Background: an optimization exercise with open tools, aiming at small area and a short achievable clock period. Do not read the settings as production practice.
At most, simulation tests tie the RTL to the original design; equivalence was not proved.
The RTL of run 3 was laid out without a check of its function.
In every run shown here, the design's own scripts or RTL, not TritonCTS, make the clock network.
The clock input has no modelled driver; a real chip could not lean on it and would need a root buffer or a full tree.
Power figures rest on the tool's default switching activity, not on a simulated workload.

===== design/flow/design.v =====
module apb_master (
  input PCLK,
  input PRESETn,
  input transfer,
  input read_write,
  input  [7:0] write_addr,
  input  [7:0] write_data,
  input  [7:0] read_addr,
  output [63:0] ins,         
  output [7:0] wdata,        
  output [63:0] lo_n,        
  output reg [7:0] hi,       
  input  [7:0] rdata,
  output reg [7:0] read_data_out
);
  reg st1, st2, st3;         
  reg wr1, wr2, wr3;         
  reg wm;                    
  reg wm4;                   
  reg [15:0] ins_h;          
  reg [3:0]  ins_l_n;        
  reg rd1, rd2;              
  reg [2:0] cnt;             
  reg [7:0] addr;
  reg vis;                   
  reg [7:0] wbyte;
  reg wpol;                  
  reg [7:0] rhold;           
  reg rpol;                  
  reg [7:0] rshadow;
  wire idle  = ~(st1 | st2 | st3);
  wire start = idle & transfer;
  wire [7:0] addr_d  = idle ? (read_write ? write_addr : read_addr) : addr;
  always @(posedge PCLK or negedge PRESETn) begin
    if (!PRESETn) begin
      st1 <= 1'b0; st2 <= 1'b0; st3 <= 1'b0;
      wr1 <= 1'b0; wr2 <= 1'b0; wr3 <= 1'b0;
      wm  <= 1'b0;
      rd1 <= 1'b0; rd2 <= 1'b0;
    end else begin
      st1 <= start;
      st2 <= st1;
      st3 <= st2;
      wr1 <= start & read_write;
      wr2 <= wr1;
      wr3 <= wr2;
      wm  <= ((start & read_write) | wr1 | wr2) & (addr_d[1:0] == ~cnt[1:0]);
      rd1 <= start & ~read_write;
      rd2 <= rd1;
    end
  end
  wire wnow = wm | wm4;
  wire [15:0] ins_h_n = ~({16{wnow}} & ins_h);
  genvar c, g;
  generate
    for (g = 0; g < 64; g = g + 1) begin : g_ins
      assign ins[g] = ~(ins_h_n[g / 4] | ins_l_n[g % 4]);
    end
  endgenerate
  wire [7:0]  raddr_d = idle ? read_addr : addr;
  wire [15:0] lo_dec_n;
  wire        vis_d;
  apb_rdec u_rdec (.a(raddr_d[4:0]), .cnt(cnt[1:0]), .lo_n(lo_dec_n), .vis(vis_d));
  wire [2:0] x_now  = {1'b0, addr[1:0]} + cnt + 3'd7;
  wire [2:0] x_next = {1'b0, addr_d[1:0]} + cnt;
  assign wdata = wbyte ^ {8{wpol}};
  wire [7:0] rbyte = rhold ^ {8{rpol}};
  generate
    for (c = 0; c < 4; c = c + 1) begin : g_lo
      apb_lo_reg u_lo (.PCLK(PCLK), .d(lo_dec_n), .q_n(lo_n[16*c +: 16]));
    end
  endgenerate
  wire take1 = rd1 & vis;    
  wire take2 = rd2 & vis;    
  always @(posedge PCLK) begin
    cnt   <= cnt + 3'd1;
    wm4   <= wr3 & (addr[1:0] == ~cnt[1:0]);
    wpol  <= x_next[2];
    ins_h <= 16'h1 << addr_d[7:4];
    ins_l_n <= ~(4'h1 << addr_d[3:2]);
    addr  <= addr_d;
    if (idle)
      wbyte <= write_data;
    hi    <= 8'h1 << raddr_d[7:5];
    vis   <= vis_d;
    if (take1 | take2) begin
      rhold <= rdata;
      rpol  <= x_now[2];
    end
    rshadow <= rbyte;
    read_data_out <= rd2 ? rshadow : rbyte;
  end
endmodule
module apb_lo_reg (
  input PCLK,
  input [15:0] d,
  output reg [15:0] q_n
);
  always @(posedge PCLK)
    q_n <= d;
endmodule
module apb_rdec (
  input  [4:0]  a,
  input  [1:0]  cnt,
  output [15:0] lo_n,
  output        vis
);
  wire p1 = a[1] ^ cnt[1] ^ (a[0] & cnt[0]);
  assign vis  = ~(a[0] ^ cnt[0]);
  assign lo_n = ~(16'h1 << {a[4:2], p1});
endmodule
module apb_slave (
  input PCLK,
  input [63:0] ins,
  input [7:0]  wdata,
  input [63:0] lo_n,         
  input [7:0]  hi,
  output [7:0] rdata
);
  reg [2047:0] mem;
  genvar h, b, k, i;
  generate
    for (k = 0; k < 64; k = k + 1) begin : g_ring
      wire [7:0] d0;
      for (b = 0; b < 8; b = b + 1) begin : g_in
        rd_mux2i u_in (.a0(mem[(4*k+3)*8+b]), .a1(wdata[b]), .s(ins[k]), .y(d0[b]));
      end
      always @(posedge PCLK) begin
        mem[(4*k+0)*8 +: 8] <= d0;
        mem[(4*k+1)*8 +: 8] <= mem[(4*k+0)*8 +: 8];
        mem[(4*k+2)*8 +: 8] <= mem[(4*k+1)*8 +: 8];
        mem[(4*k+3)*8 +: 8] <= mem[(4*k+2)*8 +: 8];
      end
    end
    for (b = 0; b < 8; b = b + 1) begin : g_b
      wire [7:0] z;
      for (h = 0; h < 8; h = h + 1) begin : g_grp
        wire [7:0] t;
        wire [3:0] u;
        for (i = 0; i < 8; i = i + 1) begin : g_t
          rd_oai22 u_t (.a1(mem[(4*(8*h+i)+0)*8+b]), .a2(lo_n[16*(h/2)+2*i]),
                        .b1(mem[(4*(8*h+i)+2)*8+b]), .b2(lo_n[16*(h/2)+2*i+1]), .y(t[i]));
        end
        for (i = 0; i < 4; i = i + 1) begin : g_u
          rd_nor2 u_u (.a(t[2*i]), .b(t[2*i+1]), .y(u[i]));
        end
        rd_nand4 u_z (.a(u[0]), .b(u[1]), .c(u[2]), .d(u[3]), .y(z[h]));
      end
      wire [3:0] v;
      for (i = 0; i < 4; i = i + 1) begin : g_v
        rd_aoi22 u_v (.a1(z[2*i]), .a2(hi[2*i]), .b1(z[2*i+1]), .b2(hi[2*i+1]), .y(v[i]));
      end
      rd_and4 u_r (.a(v[0]), .b(v[1]), .c(v[2]), .d(v[3]), .y(rdata[b]));
    end
  endgenerate
endmodule
module rd_mux2i (input a0, input a1, input s, output y);
  assign y = ~(s ? a1 : a0);
endmodule
module rd_nor2 (input a, input b, output y);
  assign y = ~(a | b);
endmodule
module rd_nand4 (input a, input b, input c, input d, output y);
  assign y = ~(a & b & c & d);
endmodule
module rd_and4 (input a, input b, input c, input d, output y);
  assign y = a & b & c & d;
endmodule
module rd_oai22 (input a1, input a2, input b1, input b2, output y);
  assign y = ~((a1 | a2) & (b1 | b2));
endmodule
module rd_aoi22 (input a1, input a2, input b1, input b2, output y);
  assign y = ~((a1 & a2) | (b1 & b2));
endmodule
module apb_top (
 input PCLK,
 input PRESETn,
 input transfer,
 input read_write,
 input  [7:0] write_addr,
 input  [7:0] write_data,
 input  [7:0] read_addr,
 output [7:0] read_data_out
);
 wire [63:0] ins;
 wire [7:0]  wdata;
 wire [63:0] lo_n;
 wire [7:0]  hi;
 wire [7:0]  rdata;
    apb_master master (
     .PCLK(PCLK), .PRESETn(PRESETn), .transfer(transfer), .read_write(read_write),
     .write_addr(write_addr), .write_data(write_data), .read_addr(read_addr),
     .ins(ins), .wdata(wdata), .lo_n(lo_n), .hi(hi),
     .rdata(rdata), .read_data_out(read_data_out)
    );
    apb_slave slave (
     .PCLK(PCLK), .ins(ins), .wdata(wdata), .lo_n(lo_n), .hi(hi), .rdata(rdata)
    );
endmodule

===== design/flow/flow/run.sh =====
#!/bin/bash
# The standard layout (standard.sh) with hooks into its steps:
#   flow/downsize.tcl (PRE_FLOORPLAN_TCL) sets logic cells to their
#     smallest size; the floorplan's repair_timing and the later repair
#     steps size up what timing needs.
#   flow/clock_tree.tcl (PRE_CTS_TCL) builds a two-level clock tree in place
#     of TritonCTS.
#   The port buffers are buf_2 cells (BUFFER_PORTS_ARGS).
# The make output goes to standard.log here; ORFS keeps each step's own log
# under orfs/logs/.
set -euo pipefail
export PRE_FLOORPLAN_TCL="$PWD/flow/downsize.tcl"
export PRE_CTS_TCL="$PWD/flow/clock_tree.tcl"
export BUFFER_PORTS_ARGS="-buffer_cell sky130_fd_sc_hd__buf_2"
bash standard.sh > standard.log 2>&1

===== design/flow/flow/clock_tree.tcl =====
# Builds a two-level clock tree in place of TritonCTS: the clock port drives
# four root buffers, each root drives the leaf buffers of one quadrant, and
# each leaf buffer drives one cluster of about CLK_LEAF_SIZE flip-flops.
# Sourced as PRE_CTS_TCL; it then turns clock_tree_synthesis into a no-op so
# the rest of the standard CTS step (legalisation, repair) runs unchanged.

set ::ctree_leaf_cell [expr {[info exists ::env(CLK_LEAF_CELL)] ? $::env(CLK_LEAF_CELL) : "sky130_fd_sc_hd__clkbuf_16"}]
set ::ctree_root_cell [expr {[info exists ::env(CLK_ROOT_CELL)] ? $::env(CLK_ROOT_CELL) : "sky130_fd_sc_hd__buf_16"}]
set ::ctree_leaf_size [expr {[info exists ::env(CLK_LEAF_SIZE)] ? $::env(CLK_LEAF_SIZE) : 26}]

proc ctree_build {} {
  global ctree_leaf_cell ctree_root_cell ctree_leaf_size
  set block [ord::get_db_block]
  set clk_port_net [$block findNet PCLK]
  set db [ord::get_db]
  set rmaster [$db findMaster $ctree_root_cell]
  set lmaster [$db findMaster $ctree_leaf_cell]
  set sinks {}
  foreach it [$clk_port_net getITerms] {
    set inst [$it getInst]
    set bb [$inst getBBox]
    set x [expr {([$bb xMin] + [$bb xMax]) / 2}]
    set y [expr {([$bb yMin] + [$bb yMax]) / 2}]
    lappend sinks [list [$inst getName] [[$it getMTerm] getName] $x $y]
  }
  set n [llength $sinks]
  set nleaf [expr {max(4, int(round(double($n) / $ctree_leaf_size)))}]
  # columns x rows close to square, with an even number of each
  set cols [expr {max(2, 2 * int(round(sqrt($nleaf) / 2.0)))}]
  set rows [expr {max(2, 2 * int(round(double($nleaf) / $cols / 2.0)))}]
  puts "ctree: $n sinks, $cols x $rows leaf clusters"

  # split into columns of equal count by x, then each column into rows by y
  set byx [lsort -integer -index 2 $sinks]
  set leaves {}
  for {set c 0} {$c < $cols} {incr c} {
    set lo [expr {$c * $n / $cols}]
    set hi [expr {($c + 1) * $n / $cols - 1}]
    set col [lsort -integer -index 3 [lrange $byx $lo $hi]]
    set m [llength $col]
    for {set r 0} {$r < $rows} {incr r} {
      set l2 [expr {$r * $m / $rows}]
      set h2 [expr {($r + 1) * $m / $rows - 1}]
      lappend leaves [list $c $r [lrange $col $l2 $h2]]
    }
  }

  # quadrants: left/right half of the columns, lower/upper half of the rows
  set leaf_idx 0
  foreach q {0 1 2 3} {
    set qc [expr {$q % 2}]
    set qr [expr {$q / 2}]
    set rname "ctree_root_$q"
    set rnet "ctree_rnet_$q"
    set rinst [odb::dbInst_create $block $rmaster $rname]
    set rn [odb::dbNet_create $block $rnet]
    $rn setSigType CLOCK
    [$rinst findITerm [ctree_out $rmaster]] connect $rn
    [$rinst findITerm A] connect $clk_port_net
    set sx 0; set sy 0; set k 0
    foreach leaf $leaves {
      lassign $leaf c r members
      if {($c >= $cols / 2) != $qc || ($r >= $rows / 2) != $qr} { continue }
      set lname "ctree_leaf_$leaf_idx"
      set lnet "ctree_lnet_$leaf_idx"
      incr leaf_idx
      set linst [odb::dbInst_create $block $lmaster $lname]
      set ln [odb::dbNet_create $block $lnet]
      $ln setSigType CLOCK
      [$linst findITerm [ctree_out $lmaster]] connect $ln
      [$linst findITerm A] connect $rn
      set lx 0; set ly 0
      foreach s $members {
        lassign $s iname pname x y
        set it [[$block findInst $iname] findITerm $pname]
        $it disconnect
        $it connect $ln
        incr lx $x; incr ly $y
      }
      set lx [expr {$lx / [llength $members]}]
      set ly [expr {$ly / [llength $members]}]
      ctree_place $lname $lx $ly
      incr sx $lx; incr sy $ly; incr k
    }
    ctree_place $rname [expr {$sx / $k}] [expr {$sy / $k}]
  }
  puts "ctree: $leaf_idx leaf buffers, 4 root buffers"
}

# name of a buffer's or inverter's output pin
proc ctree_out {master} {
  foreach mt [$master getMTerms] {
    if {[$mt getIoType] eq "OUTPUT" && [$mt getSigType] eq "SIGNAL"} { return [$mt getName] }
  }
  error "ctree: no output pin on [$master getName]"
}

proc ctree_place {name x y} {
  set block [ord::get_db_block]
  set inst [$block findInst $name]
  set m [$inst getMaster]
  set x [expr {$x - [$m getWidth] / 2}]
  set y [expr {$y - [$m getHeight] / 2}]
  $inst setLocation $x $y
  $inst setPlacementStatus PLACED
}

ctree_build
set_propagated_clock [all_clocks]
rename ::clock_tree_synthesis ctree_unused_cts
proc ::clock_tree_synthesis {args} { puts "ctree: clock tree already built" }

===== design/flow/flow/downsize.tcl =====
# Sourced as PRE_FLOORPLAN_TCL. Synthesis maps some cells at a larger drive
# than their loads need; this sets every logic cell (not buffers, clock
# cells, taps or ties) to the smallest size of its family, and leaves the
# later repair steps to size up the cells that timing needs.
proc ds_run {} {
  set db [ord::get_db]
  set block [ord::get_db_block]
  array set best {}
  array set best_area {}
  array set best_drive {}
  foreach lib [$db getLibs] {
    foreach m [$lib getMasters] {
      set n [$m getName]
      if {![regexp {^(sky130_fd_sc_hd__[a-z0-9]+)_([0-9]+)$} $n -> base drive]} { continue }
      set a [expr {[$m getWidth] * [$m getHeight]}]
      if {![info exists best($base)] || $a < $best_area($base)
          || ($a == $best_area($base) && $drive > $best_drive($base))} {
        set best($base) $n
        set best_area($base) $a
        set best_drive($base) $drive
      }
    }
  }
  set skip {^sky130_fd_sc_hd__(buf|bufbuf|bufinv|clkbuf|clkdlybuf4s[0-9]+|clkinv|clkinvlp|dlygate4sd[0-9]+|dlymetal6s[0-9]+s|dlyb|tapvpwrvgnd|tap|fill|decap|diode|conb)$}
  set count 0
  foreach inst [$block getInsts] {
    set n [[$inst getMaster] getName]
    if {![regexp {^(sky130_fd_sc_hd__[a-z0-9]+)_([0-9]+)$} $n -> base drive]} { continue }
    if {[regexp $skip $base]} { continue }
    if {![info exists best($base)] || $best($base) eq $n} { continue }
    replace_cell [$inst getName] $best($base)
    incr count
  }
  puts "downsize: $count cells set to their smallest size"
}
ds_run

===== design/flow/standard.sh =====
#!/bin/bash
# synth_recipe.tcl (not shown) runs the flow's synth.tcl, then flattens the netlist and writes it again
# the make line also repeats each setting of config.mk as NAME=value (left out here)
make -C /OpenROAD-flow-scripts/flow DESIGN_CONFIG=/design/flow/config.mk WORK_HOME=/design/flow/orfs CLKGATE_MAP_FILE= SYNTH_SCRIPT=/design/flow/synth_recipe.tcl "${@:-finish}"

===== design/flow/config.mk =====
export PLATFORM = sky130hd
export DESIGN_NAME = apb_top
export DESIGN_NICKNAME = apb_top
export VERILOG_FILES = /design/flow/design.v
export SDC_FILE = /design/flow/constraint.sdc
export NUM_CORES = 8
export LEC_CHECK = 0
export CAP_MARGIN = 40
export CORE_MARGIN = 2
export CORE_UTILIZATION = 60
export PLACE_DENSITY = 0.7
export SETUP_SLACK_MARGIN = 4.7
export SLEW_MARGIN = 65
export SYNTH_HIERARCHICAL = 1

===== design/flow/constraint.sdc =====
create_clock -name core_clock -period 7.0 [get_ports {PCLK}]
set_input_delay 1.4000 -clock core_clock [delete_from_list [all_inputs] [get_ports {PCLK}]]
set_output_delay 1.4000 -clock core_clock [all_outputs]
set_load 0.01 [all_outputs]

==> notes.md, run 1 <==
- Status: timing/DRC/antenna clean
- Vert. Die Dim: 309.5 um
- CP Class: flop to primary output
- Clock slew at reported path FFs: 100 ps
- RSZ-0062 raised after global routing: true
- Setup_tns: 0 ps
- Worst skew pair latency: 520 ps
- DRT iter0 DRCs: 2496
- Startpoint Class: flop
- Routability congestion estimate: 0.8438
- Primary FF master, synth: dfxtp_1
- Via-per-instance ratio: 5.604
- Count of hold-fix buffers inserted at cts: 0
- Placed cell count: 5180
- Final setup fails: 0
- Number of synthesized register bits: 2196
- CP required: 5600 ps
- Max-slew headroom: 64.87%
- Bufs and invs on worst path: 1
- CORE AREA: 92910 um2
- Share of flip-flops with an asynchronous set or reset: 0.4098%
- Leak pwr: 22.52 nW
- CP Max Fanout: 1
- Initial Util: 60.29%
- Initial antenna violation count: 11
- First-pass GRT wire length: 187100 um
- Final Skew: 27.30 ps
- Max Clock Freq: 424.5 MHz
- Maximum VDD drop: 0.3033 mV
- Final Hold Fails: 0
- CP endpoint kind: primary output
- ANT nets after route: 0
- Most frequent cells in the layout: 2103 x dfxtp_1, 519 x mux2i_1, 512 x o22ai_1, 273 x nor2_1, 80 x clkbuf_16
- Crit share post-route: 33.66%
- Critical-path top delay cell: dfxtp_1
- Die area: 95820 um2
- Vias: 29600
- Placed wire-length estimate: 83180 um
- Commonest non-fill, non-tap cell in the layout: dfxtp_1
- I/O pin count: 36
- Yosys chip area: 56180 um2
- Post-synthesis sequential area ratio: 78.63%
- Critical Path AT: 960 ps
- GRT Residual Overflow: 0
- Slew at the pin with the worst max-slew slack: 512.4 ps
- Syn_nets: 3898
- # DRC: 0
- Tmin final: 2356 ps
- PortBufs: 35
- Unique masters post-synth: 43
- DR pass1 iterations: 5
- YS warnings: 9
- CP cell instances: buf_2
- Post-Synthesis Cells: 3863
- Largest net degree at the start of global routing: 49
- Slowest stage delay, CP: 320 ps
- EDFF count, synth: 17
- Pwr Density: 365.9 nW/um2
- Final #Nets: 4056
- Tot GR Track Use: 25.89%
- WL final: 127400 um
- Final std cells w/o fill: 5281
- Die width: 309.5 um
- Final Max Tran Viols: 0
- Max cap viols: 0
- Number of global-route vias before repair: 28780
- Avg WL per Cell: 24.13 um
- Rows: 112
- Layout cells sized above 1: 9.032%
- CP top delay family: flip-flops
- Hold Path Class: flop to flop
==> cell type report <==
| type | count | area, um2 |
|---|---|---|
| Inverter | 10 | 63.81 |
| Antenna cell | 8 | 20.02 |
| Buffer | 84 | 2112 |
| Fill cell | 6796 | 31940 |
| Sequential cell | 2196 | 44280 |
| Timing Repair inverter | 1 | 8.758 |
| Multi-Input combinational cell | 1637 | 12090 |
| Timing Repair Buffer | 91 | 817.0 |
| Tap cell | 1254 | 1569 |
==> worst paths after layout <==
check | from | end | slack [ps] | depth (start not counted)
worst max-delay path | master.read_data_out[3] | read_data_out[3] | 4640 | 1
worst min-delay path | slave.mem[1354] | slave.mem[1362] | 320 | 0
worst max register to register | master.g_lo[0].u_lo.q_n[15] | master.rhold[0] | 4720 | 5
worst min register to register | slave.mem[1354] | slave.mem[1362] | 320 | 0
max in group asynchronous | PRESETn | master.rd2 | 6090 | 1
min in group asynchronous | PRESETn | master.rd1 | 710 | 1
==> per-module statistics from Yosys, one instance, submodules excluded, excerpt <==
module      times used  cells
apb_slave            1   2048
apb_lo_reg           4     16
rd_nor2            256      1
rd_oai22           512      1
apb_master           1    337
rd_mux2i           512      1
apb_rdec             1     30
rd_nand4            64      1
rd_and4              8      1
rd_aoi22            32      1
==> synthesized netlist by cell type (8+ instances only) <==
| cell type | number | area share (%) |
|---|---|---|
| a22oi_2 | 32 | 0.71 |
| and2_1 | 65 | 0.72 |
| and4_1 | 8 | 0.12 |
| clkbuf_1 | 11 | 0.073 |
| dfrtp_1 | 9 | 0.40 |
| dfxtp_1 | 2170 | 77 |
| edfxtp_1 | 17 | 0.91 |
| inv_1 | 10 | 0.067 |
| mux2_2 | 10 | 0.20 |
| mux2i_1 | 521 | 9.3 |
| nand2_1 | 24 | 0.16 |
| nand3_1 | 17 | 0.15 |
| nand4_1 | 72 | 0.80 |
| nor2_1 | 278 | 1.9 |
| nor2b_1 | 9 | 0.10 |
| o21ai_0 | 8 | 0.071 |
| o22ai_1 | 512 | 5.7 |
| o31ai_1 | 16 | 0.21 |
| xor2_1 | 17 | 0.27 |
==> report_power, final <==
part	internal, mW	total, mW	switching (mW)
registers	13.3	14.2	0.883
clock network	2.16	5.56	3.40
logic	0.894	2.58	1.69
==> cell families (layout without fill, tap and decap cells) <==
family | Yosys count | count (layout) | share of synthesized area [%]
other cells | 0 | 8 | 0
xor+xnor | 22 | 22 | 0.3986
buf+inv | 30 | 186 | 0.2494
flops | 2196 | 2196 | 78.63
simple gates | 490 | 490 | 4.120
mux | 532 | 532 | 9.509
compound gates | 586 | 586 | 6.937
fa+ha+maj | 7 | 7 | 0.1559
==> state kept, by name, indices dropped and copies added (netlist names), 3 cells and up <==
| signal | flops |
|---|---|
| master.hi | 8 |
| master.addr | 8 |
| master.rhold | 8 |
| master.rshadow | 8 |
| slave.mem | 2048 |
| master.ins_l_n | 4 |
| master.cnt | 3 |
| master.g_lo.u_lo.q_n | 64 |
| master.ins_h | 16 |
| master.read_data_out | 8 |
| master.wbyte | 8 |
==> metal layers <==
metal | wire length (um) | vias up | global-route usage (%)
met3 | 6827 | 136 | 2.521
met2 | 56320 | 723 | 40.50
met1 | 62070 | 14770 | 39.90
met4 | 2184 | 6 | 4.042
li1 | - | 13960 | -
met5 | 23 | - | 0
==> stage by stage <==
step           utilization, %  power (mW)  worst slack [ps]  cell area [um2]  hold slack [ps]
5_1_grt                 65.60       22.98              4592            60950            331.5
4_1_cts                 65.45       22.27              4600            60810            324.5
3_5_place_dp            63.04       16.87              3989            58570            312.1
3_3_place_gp            62.42       16.70              3774            58000            309.5
2_1_floorplan               -       15.28              4372            56150            309.6
6_report                65.62       22.31              4644            60960            323.6
==> worst register-to-register path: stages, from the launching register on <==
cell and delay, ps:
dfxtp_2 650, o22ai_1 200, nor2_1 370, nand4_1 160
a22oi_1 480, and4_1 300
==> repair_timing <==
action	in CTS	in global routing
gates cloned	3	0
setup buffers	2	1
gates resized for setup	10	11
pin swaps	2	3
endpoints found under the setup margin	73	25
==> run 2: changes to the inputs <==
--- a/design/flow/config.mk
+++ b/design/flow/config.mk
@@ -8,7 +8,7 @@
 export CAP_MARGIN = 40
 export CORE_MARGIN = 2
-export CORE_UTILIZATION = 60
-export PLACE_DENSITY = 0.7
-export SETUP_SLACK_MARGIN = 4.7
-export SLEW_MARGIN = 65
+export CORE_UTILIZATION = 66
+export PLACE_DENSITY = 0.75
+export SETUP_SLACK_MARGIN = 4.6
+export SLEW_MARGIN = 70
 export SYNTH_HIERARCHICAL = 1
==> run 2 against run 1 <==
Compared with the run above:
- setup slack got worse by 12 ps
- hold slack about the same
- combinational power decreased by 3%
- final cell count decreased by 2.2%
- power decreased by 0.31%
- via count increased by 0.89%
- final area decreased by 0.17%
- critical endpoint unchanged
- clock power about the same
- still clean on timing, DRC and antenna
- highest routed layer unchanged
- register-to-register slack about the same
- sequential cell count unchanged
- sequential power about the same
==> notes.md, run 2 <==
- Slowest stage delay, CP: 330 ps (about the same)
- DRT iter0 DRCs: 2591 (+3.8%)
- Number of global-route vias before repair: 29150 (+1.3%)
- Final Hold Fails: 0 (unchanged)
- Post-Place Setup Slack: 4190 ps (+200.8 ps)
- CP required: 5600 ps (about the same)
- Critical-path top delay cell: dfxtp_2
- WL final: 125000 um (-1.9%)
- Worst R2R Start: master.st1
- Die area: 87210 um2 (-9.0%)
- Primary FF master, synth: dfxtp_1
- Max cap viols: 0 (unchanged)
- Die width: 295.3 um (-4.6%)
- Placed wire-length estimate: 82230 um (-1.1%)
- Maximum VDD drop: 0.2373 mV (-22%)
- CP Max Fanout: 1 (unchanged)
- Number of synthesized register bits: 2196 (unchanged)
- Max Clock Freq: 422.3 MHz (-0.50%)
- CP Class: flop to primary output
- Worst skew pair latency: 520 ps (about the same)
- Final Max Tran Viols: 0 (unchanged)
- Setup_tns: 0 ps (unchanged)
- Critical Path Source: master.read_data_out[3]
- Yosys chip area: 56180 um2 (unchanged)
- Layout cells sized above 1: 9.032% (unchanged)
- Biggest registers after layout: slave.mem: 2048 flops, master.g_lo.u_lo.q_n: 64 flops, master.ins_h: 16 flops
- Vert. Die Dim: 295.3 um (-4.6%)
- Pwr Total: 22.24 mW (-0.31%)
- Final core utilization: 72.61% (+7.0 points)
- Hold Crit Start: slave.mem[975]
- Top cell type's share of synthesized area: 77.32% (unchanged)
- Vias: 29860 (+0.89%)
- Syn_nets: 3898 (unchanged)
- Avg WL per Cell: 24.21 um (+0.34%)
- R2r setup slk: 4720 ps (about the same)
- Final #Nets: 4056 (unchanged)
- Post-synth top area cell: dfxtp_1
- Initial Util: 66.82% (+6.5 points)
- Most frequent cells in the layout: 2105 x dfxtp_1, 520 x mux2i_1, 512 x o22ai_1, 272 x nor2_1, 80 x clkbuf_16
- Tot GR Track Use: 27.98% (+2.1 points)
- # DRC: 0 (unchanged)
- Unique masters post-synth: 43 (unchanged)
- Post-synthesis sequential area ratio: 78.63% (unchanged)
- Startpoint Class: flop
- Critical Path AT: 970 ps (about the same)
- Hold Path Class: flop to flop
- CP endpoint kind: primary output
- CP cell instances: buf_2
- Most flops, register: slave.mem
- Status: timing/DRC/antenna clean
- Commonest non-fill, non-tap cell in the layout: dfxtp_1
- CORE AREA: 83820 um2 (-9.8%)
- Routability congestion estimate: 0.8367 (-0.84%)
- Final setup fails: 0 (unchanged)
- Final std cells w/o fill: 5164 (-2.2%)
- Slew at the pin with the worst max-slew slack: 583.4 ps (+71.08 ps)
- First-pass GRT wire length: 184900 um (-1.2%)
- EDFF count, synth: 17 (unchanged)
- Clock slew at reported path FFs: 100 ps (about the same)
- CP top delay family: flip-flops
- PortBufs: 35 (unchanged)
- Placed cell count: 5063 (-2.3%)
- Final Skew: 16.21 ps (-11.09 ps)
- Rows: 106 (-5.4%)
- Count of hold-fix buffers inserted at cts: 0 (unchanged)
- Largest net degree at the start of global routing: 39 (-20%)
- DR pass1 iterations: 5 (unchanged)
- I/O pin count: 36 (unchanged)
- Initial antenna violation count: 17 (+6)
- ANT nets after route: 0 (unchanged)
- RSZ-0062 raised after global routing: false
- Tmin final: 2368 ps (+11.73 ps)
- Post-Synthesis Cells: 3863 (unchanged)
- Top cells by instance count after synthesis: 2170 x dfxtp_1, 521 x mux2i_1, 512 x o22ai_1
- PnR worst setup slack: 4632 ps (-11.73 ps)
- Crit share post-route: 33.82% (+0.17 points)
- GRT Residual Overflow: 0 (unchanged)
- Count leader, synth: dfxtp_1
- Largest register FFs: 2048 (unchanged)
- Leak pwr: 22.50 nW (about the same)
- Bufs and invs on worst path: 1 (unchanged)
- Pwr Density: 365.4 nW/um2 (-0.14%)
- Max-slew headroom: 61.10% (-3.8 points)
- YS warnings: 9 (unchanged)
- Share of flip-flops with an asynchronous set or reset: 0.4098% (unchanged)
- Via-per-instance ratio: 5.782 (+3.2%)
- Synth area leaders: dfxtp_1 77%, mux2i_1 9.3%, o22ai_1 5.7%
==> run 2: cell count changes in the layout (fill, tap and decap cells not counted), moves of 6 or more <==
cell	previous run	this run
buf_4	24	15
clkdlybuf4s15_2	0	6
dfxtp_2	59	18
dfxtp_4	8	47
==> run 2: per-stage QoR <==
stage | hold WS (ps) | cell area (um2)
2_1_floorplan | 309.6 | 56090
3_3_place_gp | 309.5 | 57850
6_report | 323.8 | 60860
3_5_place_dp | 312.1 | 58610
5_1_grt | 331.3 | 60840
4_1_cts | 327.8 | 60730
==> run 2: per-layer routing <==
metal / GRT usage, % / vias to the layer above / share of wire (%)
met5: 0 / - / 0.058
met4: 5.745 / 12 / 2.4
met3: 4.586 / 188 / 7.1
met2: 42.62 / 882 / 43
met1: 42.50 / 14800 / 47
li1: - / 13970 / -
==> run 2: cell type report <==
type	instances	area, um2
inverters	10	45.04
multi-input cells	1638	12090
repair buffers	91	788.3
plain buffers	84	2112
diodes	11	27.53
well taps	1134	1419
flip-flops and latches	2196	44380
fillers	5538	22960
==> run 2: logic make-up after synthesis <==
logic type / synth area share, %
AO/OA/AOI/OAI: 6.937
XOR/XNOR: 0.3986
adder cells (fa/ha/maj): 0.1559
buffers and inverters: 0.2494
flip-flops: 78.63
multiplexers: 9.509
AND/OR/NAND/NOR: 4.120
==> run 2: Yosys stat by module (local to each module, per instance), excerpt <==
module,copies in the design,area [um2],cells,flops+latches
apb_lo_reg,4,320.3,16,16
apb_rdec,1,201.4,30,0
apb_slave,1,41000,2048,2048
rd_aoi22,32,12.51,1,0
rd_nand4,64,6.256,1,0
apb_master,1,3542,337,84
rd_nor2,256,3.754,1,0
rd_and4,8,8.758,1,0
rd_oai22,512,6.256,1,0
rd_mux2i,512,10.01,1,0
==> run 2: path summary, 6_finish.rpt <==
check	endpoint	cells after the start
worst max-delay path	read_data_out[3]	1
worst max register to register	master.g_lo[2].u_lo.q_n[2]	6
min in group asynchronous	master.rd2	1
worst min-delay path	slave.mem[983]	0
worst min register to register	slave.mem[983]	0
max in group asynchronous	master.rd2	1
==> run 2: timing repair <==
| action | 4_1_cts | 5_1_grt |
|---|---|---|
| setup buffers | 0 | 2 |
| gates resized for setup | 1 | 2 |
| endpoints found under the setup margin | 4 | 25 |
| pin swaps | 0 | 1 |
| gates cloned | 0 | 1 |
==> run 2: power breakdown <==
group	internal [mW]	total, mW	switching [mW]
Combinational	0.870	2.50	1.63
Sequential	13.3	14.2	0.914
Clock	2.16	5.53	3.38
==> run 3: changes to the inputs <==
--- a/design/flow/design.v
+++ b/design/flow/design.v
@@ -7,5 +7,6 @@
   input  [7:0] write_data,
   input  [7:0] read_addr,
-  output [63:0] ins,         
+  output [15:0] ins_h_n,     
+  output [3:0]  ins_l_n,     
   output [7:0] wdata,        
   output [63:0] lo_n,        
@@ -19,5 +20,5 @@
   reg wm4;                   
   reg [15:0] ins_h;          
-  reg [3:0]  ins_l_n;        
+  reg [3:0]  ins_l;          
   reg rd1, rd2;              
   reg [2:0] cnt;             
@@ -51,11 +52,7 @@
   end
   wire wnow = wm | wm4;
-  wire [15:0] ins_h_n = ~({16{wnow}} & ins_h);
-  genvar c, g;
-  generate
-    for (g = 0; g < 64; g = g + 1) begin : g_ins
-      assign ins[g] = ~(ins_h_n[g / 4] | ins_l_n[g % 4]);
-    end
-  endgenerate
+  assign ins_h_n = ~({16{wnow}} & ins_h);
+  assign ins_l_n = ins_l;
+  genvar c;
   wire [7:0]  raddr_d = idle ? read_addr : addr;
   wire [15:0] lo_dec_n;
@@ -78,5 +75,5 @@
     wpol  <= x_next[2];
     ins_h <= 16'h1 << addr_d[7:4];
-    ins_l_n <= ~(4'h1 << addr_d[3:2]);
+    ins_l <= ~(4'h1 << addr_d[3:2]);
     addr  <= addr_d;
     if (idle)
@@ -112,5 +109,6 @@
 module apb_slave (
   input PCLK,
-  input [63:0] ins,
+  input [15:0] ins_h_n,
+  input [3:0]  ins_l_n,
   input [7:0]  wdata,
   input [63:0] lo_n,         
@@ -123,6 +121,8 @@
     for (k = 0; k < 64; k = k + 1) begin : g_ring
       wire [7:0] d0;
+      wire ins;
+      rd_nor2 u_ins (.a(ins_h_n[k/4]), .b(ins_l_n[k%4]), .y(ins));
       for (b = 0; b < 8; b = b + 1) begin : g_in
-        rd_mux2i u_in (.a0(mem[(4*k+3)*8+b]), .a1(wdata[b]), .s(ins[k]), .y(d0[b]));
+        rd_mux2i u_in (.a0(mem[(4*k+3)*8+b]), .a1(wdata[b]), .s(ins), .y(d0[b]));
       end
       always @(posedge PCLK) begin
@@ -183,5 +183,6 @@
  output [7:0] read_data_out
 );
- wire [63:0] ins;
+ wire [15:0] ins_h_n;
+ wire [3:0]  ins_l_n;
  wire [7:0]  wdata;
  wire [63:0] lo_n;
@@ -191,9 +192,9 @@
      .PCLK(PCLK), .PRESETn(PRESETn), .transfer(transfer), .read_write(read_write),
      .write_addr(write_addr), .write_data(write_data), .read_addr(read_addr),
-     .ins(ins), .wdata(wdata), .lo_n(lo_n), .hi(hi),
+     .ins_h_n(ins_h_n), .ins_l_n(ins_l_n), .wdata(wdata), .lo_n(lo_n), .hi(hi),
      .rdata(rdata), .read_data_out(read_data_out)
     );
     apb_slave slave (
-     .PCLK(PCLK), .ins(ins), .wdata(wdata), .lo_n(lo_n), .hi(hi), .rdata(rdata)
+     .PCLK(PCLK), .ins_h_n(ins_h_n), .ins_l_n(ins_l_n), .wdata(wdata), .lo_n(lo_n), .hi(hi), .rdata(rdata)
     );
 endmodule
--- a/design/flow/config.mk
+++ b/design/flow/config.mk
@@ -8,6 +8,6 @@
 export CAP_MARGIN = 40
 export CORE_MARGIN = 2
-export CORE_UTILIZATION = 66
-export PLACE_DENSITY = 0.75
+export CORE_UTILIZATION = 60
+export PLACE_DENSITY = 0.7
 export SETUP_SLACK_MARGIN = 4.6
 export SLEW_MARGIN = 70
==> run 3 against run 2 <==
Compared with the run above:
- still clean
- utilization decreased by 5.8 points
- global-route usage down 2.1 points
- maximum frequency grew 0.41%
- hold slack better by 5.2 ps
- clock power barely moved
- critical path type unchanged
- critical endpoint unchanged
==> notes.md, run 3 <==
- Slowest stage delay, CP: 320 ps (about the same)
- Die width: 308.7 um (+4.5%)
- Layout cells sized above 1: 10.06% (+1.0 points)
- Crit share post-route: 33.69% (-0.14 points)
- Bufs and invs on worst path: 1 (unchanged)
- Via-per-instance ratio: 5.627 (-2.7%)
- Clock slew at reported path FFs: 100 ps (about the same)
- RSZ-0062 raised after global routing: false
- Number of global-route vias before repair: 28920 (-0.78%)
- First-pass GRT wire length: 185300 um (+0.21%)
- Top cell type's share of synthesized area: 77.73% (+0.41 points)
- Max cap viols: 0 (unchanged)
- Gr busiest metal: met2
- CP required: 5600 ps (about the same)
- Vert. Die Dim: 308.7 um (+4.5%)
- Largest net degree at the start of global routing: 39 (unchanged)
- Final setup fails: 0 (unchanged)
- Routability congestion estimate: 0.8157 (-2.5%)
- Final Max Tran Viols: 0 (unchanged)
- Psw: 6.249 mW (+5.6%)
- Clock Power Share: 24.3% (-0.6 points)
- Tot GR Track Use: 25.91% (-2.1 points)
- ANT nets after route: 0 (unchanged)
- I/O pin count: 36 (unchanged)
- Synth area leaders: dfxtp_1 78%, mux2i_1 9.3%, o22ai_1 5.7%
- Met3 Usage GRT: 5.255% (+0.67 points)
- Top cells by instance count after synthesis: 2170 x dfxtp_1, 521 x mux2i_1, 512 x o22ai_1
- Syn_nets: 3867 (-0.80%)
- CP cell instances: buf_2
- Internal power: 16.55 mW (+1.4%)
- WL final: 126900 um (+1.5%)
- Share of flip-flops with an asynchronous set or reset: 0.4098% (unchanged)
- Max Clock Freq: 424.1 MHz (+0.41%)
- EDFF count, synth: 17 (unchanged)
- Vias: 29490 (-1.2%)
- Biggest registers after layout: slave.mem: 2048 flops, master.g_lo.u_lo.q_n: 64 flops, master.ins_h: 16 flops
- Post-Synthesis Cells: 3832 (-0.80%)
- Most frequent cells in the layout: 2099 x dfxtp_1, 517 x mux2i_1, 512 x o22ai_1, 270 x nor2_1, 80 x clkbuf_16
- # DRC: 0 (unchanged)
- YS warnings: 9 (unchanged)
- Number of synthesized register bits: 2196 (unchanged)
- Final Hold Fails: 0 (unchanged)
- GRT Residual Overflow: 0 (unchanged)
- Initial Util: 60.67% (-6.2 points)
- Max-slew headroom: 69.13% (+8.0 points)
- Final #Nets: 4034 (-0.54%)
- PnR worst setup slack: 4642 ps (+9.680 ps)
- Leak pwr: 22.42 nW (-0.38%)
- Register Area: 44400 um2 (about the same)
- Rows: 111 (+4.7%)
- Hold Path Class: flop to flop
- Critical-path top delay cell: dfxtp_1
- Fillers: 6547 (+18%)
- Critical Path Source: master.read_data_out[3]
- Status: timing/DRC/antenna clean
- Unique masters post-synth: 44 (+2.3%)
- Met1 GRT Util: 38.08% (-4.4 points)
- Largest register FFs: 2048 (unchanged)
- CP Class: flop to primary output
- Logic pwr share: 12.6% (+1.4 points)
- CP Max Fanout: 1 (unchanged)
- Reg2Reg Depth: 7 (+1)
- CP top delay family: flip-flops
- Final Skew: 19.61 ps (+3.399 ps)
- Setup_tns: 0 ps (unchanged)
- R2r setup slk: 4770 ps (+50 ps)
- Placed wire-length estimate: 81880 um (-0.42%)
- DR pass1 iterations: 5 (unchanged)
- Count leader, synth: dfxtp_1
- CORE AREA: 91800 um2 (+9.5%)
- Sw frac: 27.41% (+0.80 points)
- Worst R2R Start: master.st3
- CP endpoint kind: primary output
- Die area: 95270 um2 (+9.2%)
- Diode count: 0 (-11)
- Worst skew pair latency: 520 ps (about the same)
- Stages on the worst setup path: 1 (unchanged)
- Multi-input gate area: 12320 um2 (+1.9%)
- RR Endpoint: master.g_lo[1].u_lo.q_n[2]
- Startpoint Class: flop
- Most flops, register: slave.mem
- Post-synthesis sequential area ratio: 79.05% (+0.42 points)
- Commonest non-fill, non-tap cell in the layout: dfxtp_1
- Pwr Density: 371.4 nW/um2 (+1.6%)
- Avg WL per Cell: 24.22 um (about the same)
- Crit path to: read_data_out[3]
- DRT iter0 DRCs: 2224 (-14%)
- Post-synth top area cell: dfxtp_1
- PortBufs: 35 (unchanged)
- Critical Path AT: 960 ps (about the same)
- Post-Place Setup Slack: 4128 ps (-62.19 ps)
- Slew at the pin with the worst max-slew slack: 461.4 ps (-122.0 ps)
- Initial antenna violation count: 8 (-9)
- Sequential share of power: 63.1% (-0.8 points)
- Met2 Use GR: 39.06% (-3.6 points)
- Maximum VDD drop: 0.2619 mV (+10%)
- Yosys chip area: 55890 um2 (-0.53%)
- Tmin final: 2358 ps (-9.680 ps)
- Primary FF master, synth: dfxtp_1
## run 3: cell types whose count changed in the layout (fill, tap and decap cells not counted), sizes merged, moves of 4 or more
cell and change:
o31ai -14, nor2 +54, a32oi -4, diode -11, nand3 -10, a211oi +12, nand2 +9, and2 -64
nand4 -6, buf +4
## run 3: cells by family after synthesis
kind of cell	Yosys count	synth area share [%]
fa+ha+maj	7	0.1567
mux	537	9.683
flops	2196	79.05
xor+xnor	22	0.4007
buf+inv	21	0.1746
simple gates	479	3.759
compound gates	570	6.779
## run 3: area by class of cell
cell class / count / share of cell area (%)
flip-flops and latches: 2196 / 72.34
multi-input cells: 1615 / 20.07
plain buffers: 84 / 3.441
well taps: 1243 / 2.534
repair buffers: 93 / 1.531
inverters: 9 / 0.07543
## run 3: power by group through the flow
stage	Sequential, mW	Combinational (mW)	Clock, mW
6_report	14.4	2.87	5.55
5_1_grt	14.5	3.00	6.02
4_1_cts	14.4	2.79	5.61
3_5_place_dp	14.6	2.77	0
3_3_place_gp	14.6	2.36	0
2_1_floorplan	14.1	1.34	0
## run 3: worst min-delay path by stage
stage,startpoint,cells after the start,endpoint
2_1_floorplan,slave.mem[1000],0,slave.mem[1008]
3_3_place_gp,slave.mem[271],0,slave.mem[279]
3_5_place_dp,slave.mem[1102],0,slave.mem[1110]
4_1_cts,slave.mem[40],0,slave.mem[48]
5_1_grt,slave.mem[40],0,slave.mem[48]
6_report,slave.mem[1898],0,slave.mem[1906]
## run 3: layer usage
layer / routed length, um / vias to the layer above
li1: - / 13870
met1: 59900 / 14650
met2: 54250 / 759
met3: 8719 / 204
met4: 3988 / 12
met5: 71 / -
## run 3: Yosys stat by module (local to each module, per instance), excerpt
module	times used	flops+latches	cells	cell area [um2]
apb_lo_reg	4	16	16	320.3
apb_master	1	84	242	3005
apb_rdec	1	0	30	201.4
apb_slave	1	2048	2048	41000
rd_and4	8	0	1	8.758
rd_aoi22	32	0	1	12.51
rd_mux2i	512	0	1	10.01
rd_nand4	64	0	1	6.256
rd_nor2	320	0	1	3.754
rd_oai22	512	0	1	6.256
## run 3: metrics by stage
step / hold slack [ps] / cell area [um2] / instances / util, % / power (mW)
global route: 336.5 / 61380 / 5240 / 66.86 / 23.49
CTS: 331.2 / 61270 / 5232 / 66.74 / 22.76
floorplan: 309.6 / 55880 / 3832 / - / 15.46
finish: 329.1 / 61380 / 5240 / 66.86 / 22.80
detailed placement: 312.1 / 59150 / 5148 / 64.43 / 17.41
global placement: 309.5 / 57820 / 5116 / 62.99 / 16.99
## run 3: timing repair
action                     in CTS  in global routing
pin swaps                       0                  1
gates resized for setup         3                  1
hold buffers                    0                  0
setup endpoints to repair      74                 26
setup buffers                   0                  4
==> run 4: changes to the inputs <==
--- a/design/flow/design.v
+++ b/design/flow/design.v
@@ -10,5 +10,5 @@
   output [3:0]  ins_l_n,     
   output [7:0] wdata,        
-  output [63:0] lo_n,        
+  output [31:0] lo_n,        
   output reg [7:0] hi,       
   input  [7:0] rdata,
@@ -64,5 +64,5 @@
   wire [7:0] rbyte = rhold ^ {8{rpol}};
   generate
-    for (c = 0; c < 4; c = c + 1) begin : g_lo
+    for (c = 0; c < 2; c = c + 1) begin : g_lo
       apb_lo_reg u_lo (.PCLK(PCLK), .d(lo_dec_n), .q_n(lo_n[16*c +: 16]));
     end
@@ -112,5 +112,5 @@
   input [3:0]  ins_l_n,
   input [7:0]  wdata,
-  input [63:0] lo_n,         
+  input [31:0] lo_n,         
   input [7:0]  hi,
   output [7:0] rdata
@@ -139,6 +139,6 @@
         wire [3:0] u;
         for (i = 0; i < 8; i = i + 1) begin : g_t
-          rd_oai22 u_t (.a1(mem[(4*(8*h+i)+0)*8+b]), .a2(lo_n[16*(h/2)+2*i]),
-                        .b1(mem[(4*(8*h+i)+2)*8+b]), .b2(lo_n[16*(h/2)+2*i+1]), .y(t[i]));
+          rd_oai22 u_t (.a1(mem[(4*(8*h+i)+0)*8+b]), .a2(lo_n[16*(h/4)+2*i]),
+                        .b1(mem[(4*(8*h+i)+2)*8+b]), .b2(lo_n[16*(h/4)+2*i+1]), .y(t[i]));
         end
         for (i = 0; i < 4; i = i + 1) begin : g_u
@@ -186,5 +186,5 @@
  wire [3:0]  ins_l_n;
  wire [7:0]  wdata;
- wire [63:0] lo_n;
+ wire [31:0] lo_n;
  wire [7:0]  hi;
  wire [7:0]  rdata;
==> run 4 against run 3 <==
Compared with the run above:
- still clean on timing, DRC and antenna
- clock power about the same
- final area decreased by 0.67%
- via count increased by 0.91%
- utilization about the same
- setup slack got worse by 5.6 ps
- clock skew decreased by 5.7 ps
- first-iteration DRC count decreased by 0.99%
- global-route usage increased by 0.61 points
- sequential share of layout area decreased by 0.86 points
- sequential power decreased by 6%
- routed wire length increased by 0.87%
==> notes.md, run 4 <==
- Status: timing/DRC/antenna clean
- Leak pwr: 22.43 nW (about the same)
- GRT Residual Overflow: 0 (unchanged)
- Slowest stage delay, CP: 320 ps (about the same)
- Most frequent cells in the layout: 2116 x dfxtp_1, 517 x mux2i_1, 512 x o22ai_1, 271 x nor2_1, 80 x clkbuf_16
- Layout cells sized above 1: 9.665% (-0.39 points)
- Initial antenna violation count: 4 (-4)
- ANT nets after route: 0 (unchanged)
- Yosys chip area: 55250 um2 (-1.1%)
- Fin area: 60960 um2 (-0.67%)
- Post-DP Area: 58680 um2 (-0.78%)
- Crit share post-route: 33.77% (+0.080 points)
- Number of synthesized register bits: 2164 (-1.5%)
- Startpoint Class: flop
- Max-slew headroom: 67.92% (-1.2 points)
- Die area: 94190 um2 (-1.1%)
- YS warnings: 9 (unchanged)
- Final Skew: 13.89 ps (-5.724 ps)
- Metal2 WL: 56080 um (+3.4%)
- PortBufs: 35 (unchanged)
- Post-Synthesis Cells: 3800 (-0.84%)
- Slew at the pin with the worst max-slew slack: 471.9 ps (+10.52 ps)
- Via-per-instance ratio: 5.731 (+1.8%)
- Tmin final: 2364 ps (+5.590 ps)
- CORE AREA: 91250 um2 (-0.61%)
- Clock slew at reported path FFs: 100 ps (about the same)
- Primary FF master, synth: dfxtp_1
- Final #Nets: 4041 (+0.17%)
- Max Clock Freq: 423.1 MHz (-0.24%)
- Avg WL per Cell: 24.66 um (+1.8%)
- EDFF count, synth: 17 (unchanged)
- Count leader, synth: dfxtp_1
- Vias: 29750 (+0.91%)
- Hold path cells: 0 (unchanged)
- Syn_nets: 3835 (-0.83%)
- Post-synthesis sequential area ratio: 78.80% (-0.24 points)
- Final Hold Fails: 0 (unchanged)
- Unique masters post-synth: 44 (unchanged)
- Placed wire-length estimate: 81080 um (-0.98%)
- Critical-path top delay cell: dfxtp_1
- Count of hold-fix buffers inserted at cts: 0 (unchanged)
- Synth area leaders: dfxtp_1 77%, mux2i_1 9.4%, o22ai_1 5.8%
- Routability congestion estimate: 0.8078 (-0.97%)
- Most flops, register: slave.mem
- Register Area: 43580 um2 (-1.9%)
- Setup_tns: 0 ps (unchanged)
- CP cell instances: buf_2
- Post-synth top area cell: dfxtp_1
- Number of global-route vias before repair: 28850 (-0.22%)
- Final Max Tran Viols: 0 (unchanged)
- I/O pin count: 36 (unchanged)
- Hold Worst Slack: 327.0 ps (-2.067 ps)
- Die width: 306.9 um (-0.57%)
- CP top delay family: flip-flops
- Pwr Density: 371.9 nW/um2 (+0.12%)
- Bufs and invs on worst path: 1 (unchanged)
- Stages on the worst setup path: 1 (unchanged)
- Metal3 WL: 6184 um (-29%)
- CP required: 5600 ps (about the same)
- Commonest non-fill, non-tap cell in the layout: dfxtp_1
- CP Max Fanout: 1 (unchanged)
- Max cap viols: 0 (unchanged)
- Largest register FFs: 2048 (unchanged)
- DRT iter0 DRCs: 2202 (-0.99%)
- WL final: 128000 um (+0.87%)
- Maximum VDD drop: 0.2241 mV (-14%)
- Critical Path AT: 960 ps (about the same)
- Share of flip-flops with an asynchronous set or reset: 0.4159% (+0.0061 points)
- Hold Path Class: flop to flop
- Biggest registers after layout: slave.mem: 2048 flops, master.g_lo.u_lo.q_n: 32 flops, master.ins_h: 16 flops
- Final setup fails: 0 (unchanged)
- Top cell type's share of synthesized area: 77.47% (-0.26 points)
- Vert. Die Dim: 306.9 um (-0.57%)
- First-pass GRT wire length: 188200 um (+1.6%)
- Rows: 111 (unchanged)
- DR pass1 iterations: 7 (+2)
- Initial Util: 60.33% (-0.33 points)
- Met1 WL: 63580 um (+6.1%)
- RSZ-0062 raised after global routing: false
- DR top layer: met4
- # DRC: 0 (unchanged)
- Multi-input gate area: 12280 um2 (-0.31%)
- Top cells by instance count after synthesis: 2138 x dfxtp_1, 521 x mux2i_1, 512 x o22ai_1
- Fillers: 6464 (-1.3%)
- Reg2Reg Depth: 6 (-1)
- Largest net degree at the start of global routing: 43 (+10%)
- Tot GR Track Use: 26.53% (+0.61 points)
- Worst skew pair latency: 520 ps (about the same)
- CP Class: flop to primary output
- CP endpoint kind: primary output
run 4: worst paths after layout:
kind | startpoint | to | slack (ps)
max in group asynchronous | PRESETn | master.rd2 | 6040
worst max register to register | master.st3 | master.g_lo[0].u_lo.q_n[4] | 4730
worst min-delay path | slave.mem[815] | slave.mem[823] | 330
worst max-delay path | master.read_data_out[5] | read_data_out[5] | 4640
worst min register to register | slave.mem[815] | slave.mem[823] | 330
min in group asynchronous | PRESETn | master.wm | 730
run 4: per-module statistics from Yosys (local to each module, per instance), a selection:
| module | flip-flops and latches | cells |
|---|---|---|
| apb_rdec | 0 | 30 |
| rd_aoi22 | 0 | 1 |
| apb_slave | 2048 | 2048 |
| rd_mux2i | 0 | 1 |
| rd_nand4 | 0 | 1 |
| rd_oai22 | 0 | 1 |
| apb_master | 84 | 242 |
| apb_lo_reg | 16 | 16 |
| rd_nor2 | 0 | 1 |
run 4: power by group:
part	switching [mW]	internal, mW	leakage [nW]
Clock	3.37	2.15	1.04
Sequential	0.501	13.1	18.1
Combinational	2.41	1.09	3.28
run 4: routing by layer:
layer	vias up	track usage (%)
li1	13860	-
met3	125	2.205
met2	723	41.16
met5	-	0
met1	15050	41.57
met4	0	3.887
run 4: what timing repair did:
| action | 4_1_cts | 5_1_grt |
|---|---|---|
| setup endpoints to repair | 39 | 19 |
| setup buffers | 0 | 6 |
| pin swaps | 0 | 1 |
| gates resized for setup | 3 | 1 |
| gates cloned | 0 | 0 |
run 4: area by class of cell:
| class | count | area share (%) |
|---|---|---|
| diodes | 2 | 0.008209 |
| repair buffers | 132 | 2.385 |
| plain buffers | 84 | 3.464 |
| well taps | 1186 | 2.434 |
| flip-flops and latches | 2164 | 71.48 |
| inverters | 9 | 0.07594 |
| multi-input cells | 1615 | 20.15 |
run 4: cells by family after synthesis:
kind of cell / Yosys count / synth area share, %
simple gates: 479 / 3.803
compound gates: 570 / 6.858
xor+xnor: 22 / 0.4054
fa+ha+maj: 7 / 0.1585
mux: 537 / 9.795
buf+inv: 21 / 0.1766
flops: 2164 / 78.80
run 4: through the flow:
step | util [%] | setup slack (ps) | power [mW] | instances
2_1_floorplan | - | 3780 | 15.22 | 3800
3_3_place_gp | 62.81 | 4117 | 16.83 | 5056
3_5_place_dp | 64.31 | 4113 | 17.30 | 5095
4_1_cts | 66.64 | 4611 | 22.62 | 5179
5_1_grt | 66.81 | 4602 | 23.33 | 5190
6_report | 66.81 | 4636 | 22.67 | 5192
==> run 5: changes to the inputs <==
==> design/flow/flow/clock_tree.tcl (replaced) <==
# Builds a two-level clock tree in place of TritonCTS: the clock port drives
# four root buffers, each root drives a quarter of the leaf buffers, and each
# leaf buffer drives one cluster of about CLK_LEAF_SIZE flip-flops.
# Sourced as PRE_CTS_TCL; it then turns clock_tree_synthesis into a no-op so
# the rest of the standard CTS step (legalisation, repair) runs unchanged.

set ::ctree_leaf_cell [expr {[info exists ::env(CLK_LEAF_CELL)] ? $::env(CLK_LEAF_CELL) : "sky130_fd_sc_hd__clkbuf_16"}]
set ::ctree_root_cell [expr {[info exists ::env(CLK_ROOT_CELL)] ? $::env(CLK_ROOT_CELL) : "sky130_fd_sc_hd__buf_16"}]
set ::ctree_leaf_size [expr {[info exists ::env(CLK_LEAF_SIZE)] ? $::env(CLK_LEAF_SIZE) : 30}]

# split items (lists whose element idx is a coordinate) into parts of equal
# count along that coordinate
proc ctree_split {items idx parts} {
  set sorted [lsort -integer -index $idx $items]
  set n [llength $sorted]
  set out {}
  for {set p 0} {$p < $parts} {incr p} {
    lappend out [lrange $sorted [expr {$p * $n / $parts}] [expr {($p + 1) * $n / $parts - 1}]]
  }
  return $out
}

proc ctree_build {} {
  global ctree_leaf_cell ctree_root_cell ctree_leaf_size
  set block [ord::get_db_block]
  set clk_port_net [$block findNet PCLK]
  set db [ord::get_db]
  set rmaster [$db findMaster $ctree_root_cell]
  set lmaster [$db findMaster $ctree_leaf_cell]
  set sinks {}
  foreach it [$clk_port_net getITerms] {
    set inst [$it getInst]
    set bb [$inst getBBox]
    set x [expr {([$bb xMin] + [$bb xMax]) / 2}]
    set y [expr {([$bb yMin] + [$bb yMax]) / 2}]
    lappend sinks [list [$inst getName] [[$it getMTerm] getName] $x $y]
  }
  set n [llength $sinks]
  set nleaf [expr {max(4, int(round(double($n) / $ctree_leaf_size)))}]
  # a grid of cols x rows clusters, close to square, each of equal count
  set cols [expr {max(2, int(round(sqrt($nleaf))))}]
  set rows [expr {max(2, int(round(double($nleaf) / $cols)))}]
  puts "ctree: $n sinks, $cols x $rows leaf clusters"
  set clusters {}
  foreach col [ctree_split $sinks 2 $cols] {
    foreach cl [ctree_split $col 3 $rows] {
      set sx 0; set sy 0
      foreach s $cl { incr sx [lindex $s 2]; incr sy [lindex $s 3] }
      set k [llength $cl]
      lappend clusters [list $cl [expr {$sx / $k}] [expr {$sy / $k}]]
    }
  }

  # four groups of leaves of equal count: halves by x, then halves by y
  set leaf_idx 0
  set q 0
  foreach half [ctree_split $clusters 1 2] {
    foreach group [ctree_split $half 2 2] {
      set rname "ctree_root_$q"
      set rinst [odb::dbInst_create $block $rmaster $rname]
      set rn [odb::dbNet_create $block "ctree_rnet_$q"]
      $rn setSigType CLOCK
      [$rinst findITerm [ctree_out $rmaster]] connect $rn
      [$rinst findITerm A] connect $clk_port_net
      incr q
      set gx 0; set gy 0
      foreach cluster $group {
        lassign $cluster members lx ly
        set lname "ctree_leaf_$leaf_idx"
        set linst [odb::dbInst_create $block $lmaster $lname]
        set ln [odb::dbNet_create $block "ctree_lnet_$leaf_idx"]
        incr leaf_idx
        $ln setSigType CLOCK
        [$linst findITerm [ctree_out $lmaster]] connect $ln
        [$linst findITerm A] connect $rn
        foreach s $members {
          lassign $s iname pname
          set it [[$block findInst $iname] findITerm $pname]
          $it disconnect
          $it connect $ln
        }
        ctree_place $lname $lx $ly
        incr gx $lx; incr gy $ly
      }
      set k [llength $group]
      ctree_place $rname [expr {$gx / $k}] [expr {$gy / $k}]
    }
  }
  puts "ctree: $leaf_idx leaf buffers, 4 root buffers"
}

# name of a buffer's or inverter's output pin
proc ctree_out {master} {
  foreach mt [$master getMTerms] {
    if {[$mt getIoType] eq "OUTPUT" && [$mt getSigType] eq "SIGNAL"} { return [$mt getName] }
  }
  error "ctree: no output pin on [$master getName]"
}

proc ctree_place {name x y} {
  set block [ord::get_db_block]
  set inst [$block findInst $name]
  set m [$inst getMaster]
  set x [expr {$x - [$m getWidth] / 2}]
  set y [expr {$y - [$m getHeight] / 2}]
  $inst setLocation $x $y
  $inst setPlacementStatus PLACED
}

ctree_build
set_propagated_clock [all_clocks]
rename ::clock_tree_synthesis ctree_unused_cts
proc ::clock_tree_synthesis {args} { puts "ctree: clock tree already built" }
--- a/design/flow/config.mk
+++ b/design/flow/config.mk
@@ -11,4 +11,4 @@
 export PLACE_DENSITY = 0.7
 export SETUP_SLACK_MARGIN = 4.6
-export SLEW_MARGIN = 70
+export SLEW_MARGIN = 60
 export SYNTH_HIERARCHICAL = 1
==> run 5 against run 4 <==
Compared with the run above:
- largest cell class unchanged
- sequential cell count stayed put
- critical path depth is 6 higher
- synthesized cell count unchanged
- utilization decreased by 0.76 points
- clock skew grew 9.4 ps
- maximum frequency decreased by 3.4%
- largest power group unchanged
- hold slack worse by 13 ps
- first-iteration DRC count is 11% higher
- routed wire length decreased by 1.1%
- register-to-register slack worse by 180 ps
- sequential share of layout area is 0.81 points higher
- sequential power about the same
==> notes.md, run 5 <==
- Status: timing/DRC/antenna clean
- Final Skew: 23.25 ps (+9.364 ps)
- Number of synthesized register bits: 2164 (unchanged)
- Final Max Tran Viols: 0 (unchanged)
- Most frequent cells in the layout: 2120 x dfxtp_1, 517 x mux2i_1, 512 x o22ai_1, 272 x nor2_1, 72 x clkbuf_16
- Top cells by instance count after synthesis: 2138 x dfxtp_1, 521 x mux2i_1, 512 x o22ai_1
- Hold Path Class: flop to flop
- GRT Residual Overflow: 0 (unchanged)
- Final #Nets: 4019 (-0.54%)
- Yosys chip area: 55250 um2 (unchanged)
- Hold Crit Start: slave.mem[238]
- Die width: 306.9 um (unchanged)
- Unique masters post-synth: 44 (unchanged)
- Syn_nets: 3835 (unchanged)
- Layout cells sized above 1: 8.538% (-1.1 points)
- CORE AREA: 91250 um2 (unchanged)
- Critical Path AT: 2820 ps (+1860 ps)
- CP cell instances: buf_4 > o22ai_1 > nor2_1 > nand4_1 > a22oi_1 > buf_2 > and4_1
- Tot GR Track Use: 26.21% (-0.32 points)
- Share of flip-flops with an asynchronous set or reset: 0.4159% (unchanged)
- First-pass GRT wire length: 185900 um (-1.2%)
- Pwr Total: 22.26 mW (-1.8%)
- Initial antenna violation count: 5 (+1)
- Top cell type's share of synthesized area: 77.47% (unchanged)
- RSZ-0062 raised after global routing: false
- Avg WL per Cell: 24.50 um (-0.63%)
- DR pass1 iterations: 7 (unchanged)
- Synth area leaders: dfxtp_1 77%, mux2i_1 9.4%, o22ai_1 5.8%
- Commonest non-fill, non-tap cell in the layout: dfxtp_1
- Slowest stage delay, CP: 480 ps (+160 ps)
- CP required: 7380 ps (+1780 ps)
- Startpoint Class: flop
- Pwr Density: 369.4 nW/um2 (-0.67%)
- Critical Path Source: master.g_lo[1].u_lo.q_n[9]
- Vias: 29600 (-0.52%)
- CP Class: flop to flop
- CP endpoint kind: flop
- Post-synth top area cell: dfxtp_1
- Critical-path top delay cell: nor2_1
- DRT iter0 DRCs: 2450 (+11%)
- Clock slew at reported path FFs: 120 ps (+20 ps)
- Final Hold Fails: 0 (unchanged)
- Post-DP Area: 58230 um2 (-0.78%)
- Count of hold-fix buffers inserted at cts: 0 (unchanged)
- Die area: 94190 um2 (unchanged)
- EDFF count, synth: 17 (unchanged)
- Largest net degree at the start of global routing: 49 (+14%)
- Count leader, synth: dfxtp_1
- Final setup fails: 0 (unchanged)
- Setup_tns: 0 ps (unchanged)
- PortBufs: 35 (unchanged)
- Post-synthesis sequential area ratio: 78.80% (unchanged)
- Max cap viols: 0 (unchanged)
- CP Max Fanout: 32 (+31)
- Initial Util: 60.33% (unchanged)
- # DRC: 0 (unchanged)
- Number of global-route vias before repair: 28530 (-1.1%)
- Rows: 111 (unchanged)
- Tmin final: 2448 ps (+83.90 ps)
- YS warnings: 9 (unchanged)
- Via-per-instance ratio: 5.727 (about the same)
- Max-slew headroom: 60.88% (-7.0 points)
- Biggest registers after layout: slave.mem: 2048 flops, master.g_lo.u_lo.q_n: 32 flops, master.ins_h: 16 flops
- WL final: 126600 um (-1.1%)
- Routability congestion estimate: 0.8078 (unchanged)
- Slew at the pin with the worst max-slew slack: 584.7 ps (+112.8 ps)
- Vert. Die Dim: 306.9 um (unchanged)
- Reg2Reg Depth: 7 (+1)
- Max Clock Freq: 408.6 MHz (-3.4%)
- I/O pin count: 36 (unchanged)
- ANT nets after route: 0 (unchanged)
- Most flops, register: slave.mem
- Hold path cells: 0 (unchanged)
- Worst R2R Start: master.g_lo[1].u_lo.q_n[9]
- Maximum VDD drop: 0.2618 mV (+17%)
- Worst skew pair latency: 510 ps (about the same)
- Diode count: 0 (-2)
- Largest register FFs: 2048 (unchanged)
- Crit share post-route: 34.96% (+1.2 points)
- Fin area: 60270 um2 (-1.1%)
- Placed wire-length estimate: 79360 um (-2.1%)
- Leak pwr: 22.12 nW (-1.4%)
- Post-Synthesis Cells: 3800 (unchanged)
- Primary FF master, synth: dfxtp_1
## run 5: path summary, 6_finish.rpt
| path | slack [ps] | to |
|---|---|---|
| max | 4550 | master.rhold[6] |
| min | 310 | slave.mem[246] |
| max reg2reg | 4550 | master.rhold[6] |
| min reg2reg | 310 | slave.mem[246] |
| max in group asynchronous | 6000 | master.st3 |
| min in group asynchronous | 760 | master.rd2 |
## run 5: modules after synthesis, one instance, submodules excluded, a selection
| module | cell area [um2] | flip-flops and latches |
|---|---|---|
| rd_nand4 | 6.256 | 0 |
| apb_lo_reg | 320.3 | 16 |
| rd_oai22 | 6.256 | 0 |
| rd_nor2 | 3.754 | 0 |
| apb_slave | 41000 | 2048 |
| rd_aoi22 | 12.51 | 0 |
| rd_and4 | 8.758 | 0 |
| rd_mux2i | 10.01 | 0 |
| apb_rdec | 201.4 | 0 |
| apb_master | 3005 | 84 |
## run 5: worst max-delay path: cells and delay by family (launching register included)
| kind | cells | cell delay [ps] |
|---|---|---|
| AOI/OAI and AO/OA | 2 | 460 |
| buffers and inverters | 2 | 660 |
| DFF | 1 | 320 |
| and+or+nand+nor | 3 | 850 |
## run 5: timing repair
action	4_1_cts	5_1_grt
gates resized for setup	4	5
pin swaps	0	1
buffers inserted	0	3
setup endpoints to repair	32	19
## run 5: stage by stage
step | worst slack, ps | hold slack, ps | utilization (%) | std cells
6_report | 4552 | 314.3 | 66.05 | 5168
3_5_place_dp | 4112 | 312.1 | 63.81 | 5087
4_1_cts | 4616 | 317.9 | 65.92 | 5163
3_3_place_gp | 4117 | 309.6 | 62.81 | 5056
5_1_grt | 4609 | 331.2 | 66.05 | 5168
2_1_floorplan | 3780 | 309.6 | - | 3800
## run 5: cell families (layout without fill, tap and decap cells)
| kind of cell | after synthesis | count (layout) | share of synthesized area (%) |
|---|---|---|---|
| buffers and inverters | 21 | 203 | 0.1766 |
| adder cells (fa/ha/maj) | 7 | 7 | 0.1585 |
| AO/OA/AOI/OAI | 570 | 570 | 6.858 |
| multiplexers | 537 | 537 | 9.795 |
| AND/OR/NAND/NOR | 479 | 479 | 3.803 |
| XOR/XNOR | 22 | 22 | 0.4054 |
| flip-flops | 2164 | 2164 | 78.80 |
## run 5: layout make-up
type                    count  area (um2)
flip-flops and latches   2164       43570
plain buffers              76        1912
fillers                  6551       30980
repair buffers            118        1057
well taps                1186        1484
inverters                   9       46.29
multi-input cells        1615       12200
## run 5: layer usage
metal  vias up  routed length (um)  global-route usage, %  share of wire [%]
met1     14930               63040                  41.46                 50
met3       137                6039                  1.730                4.8
li1      13780                   -                      -                  -
met5         -                  12                      0             0.0095
met4         2                2361                  4.423                1.9
met2       747               55180                  40.29                 44
## run 5: report_power, final
| part | internal, mW | total (mW) | switching, mW |
|---|---|---|---|
| logic | 0.993 | 3.31 | 2.32 |
| registers | 13.1 | 13.7 | 0.528 |
| clock network | 1.97 | 5.28 | 3.31 |
| total | 16.1 | 22.3 | 6.16 |

-- static timing again, ports no longer ideal --
In the flow no input, the clock included, has a driving cell. The finished layouts below were timed again as built, in two steps.
Step 1, drivers: a clkbuf_16 drives PCLK and a buf_2 each remaining input, both assumed.
Step 2 moves the port delays by t, midway between the first and last clock arrival at a register: inputs arrive t later, outputs are due t later. That takes back most of the time a late clock gives input paths.
Slacks: no drivers / after step 1 / after step 2; pairs: no drivers / after step 1.
run | t, ns | setup slack, ns | slew at the worst register clock pin (ns)
run 1 | 0.669 | 4.644 / 4.480 / 4.127 | 0.11 / 0.11
run 2 | 0.672 | 4.632 / 4.469 / 4.195 | 0.11 / 0.11
run 3 | 0.671 | 4.642 / 4.484 / 4.244 | 0.10 / 0.10
run 4 | 0.678 | 4.636 / 4.473 / 4.240 | 0.10 / 0.10
run 5 | 0.655 | 4.552 / 4.510 / 4.223 | 0.12 / 0.12
After both steps setup and hold are still met in every run listed. For run 1, which loses most, drivers alone change the setup slack by -0.164 ns; drivers and shift together by -0.517 ns.
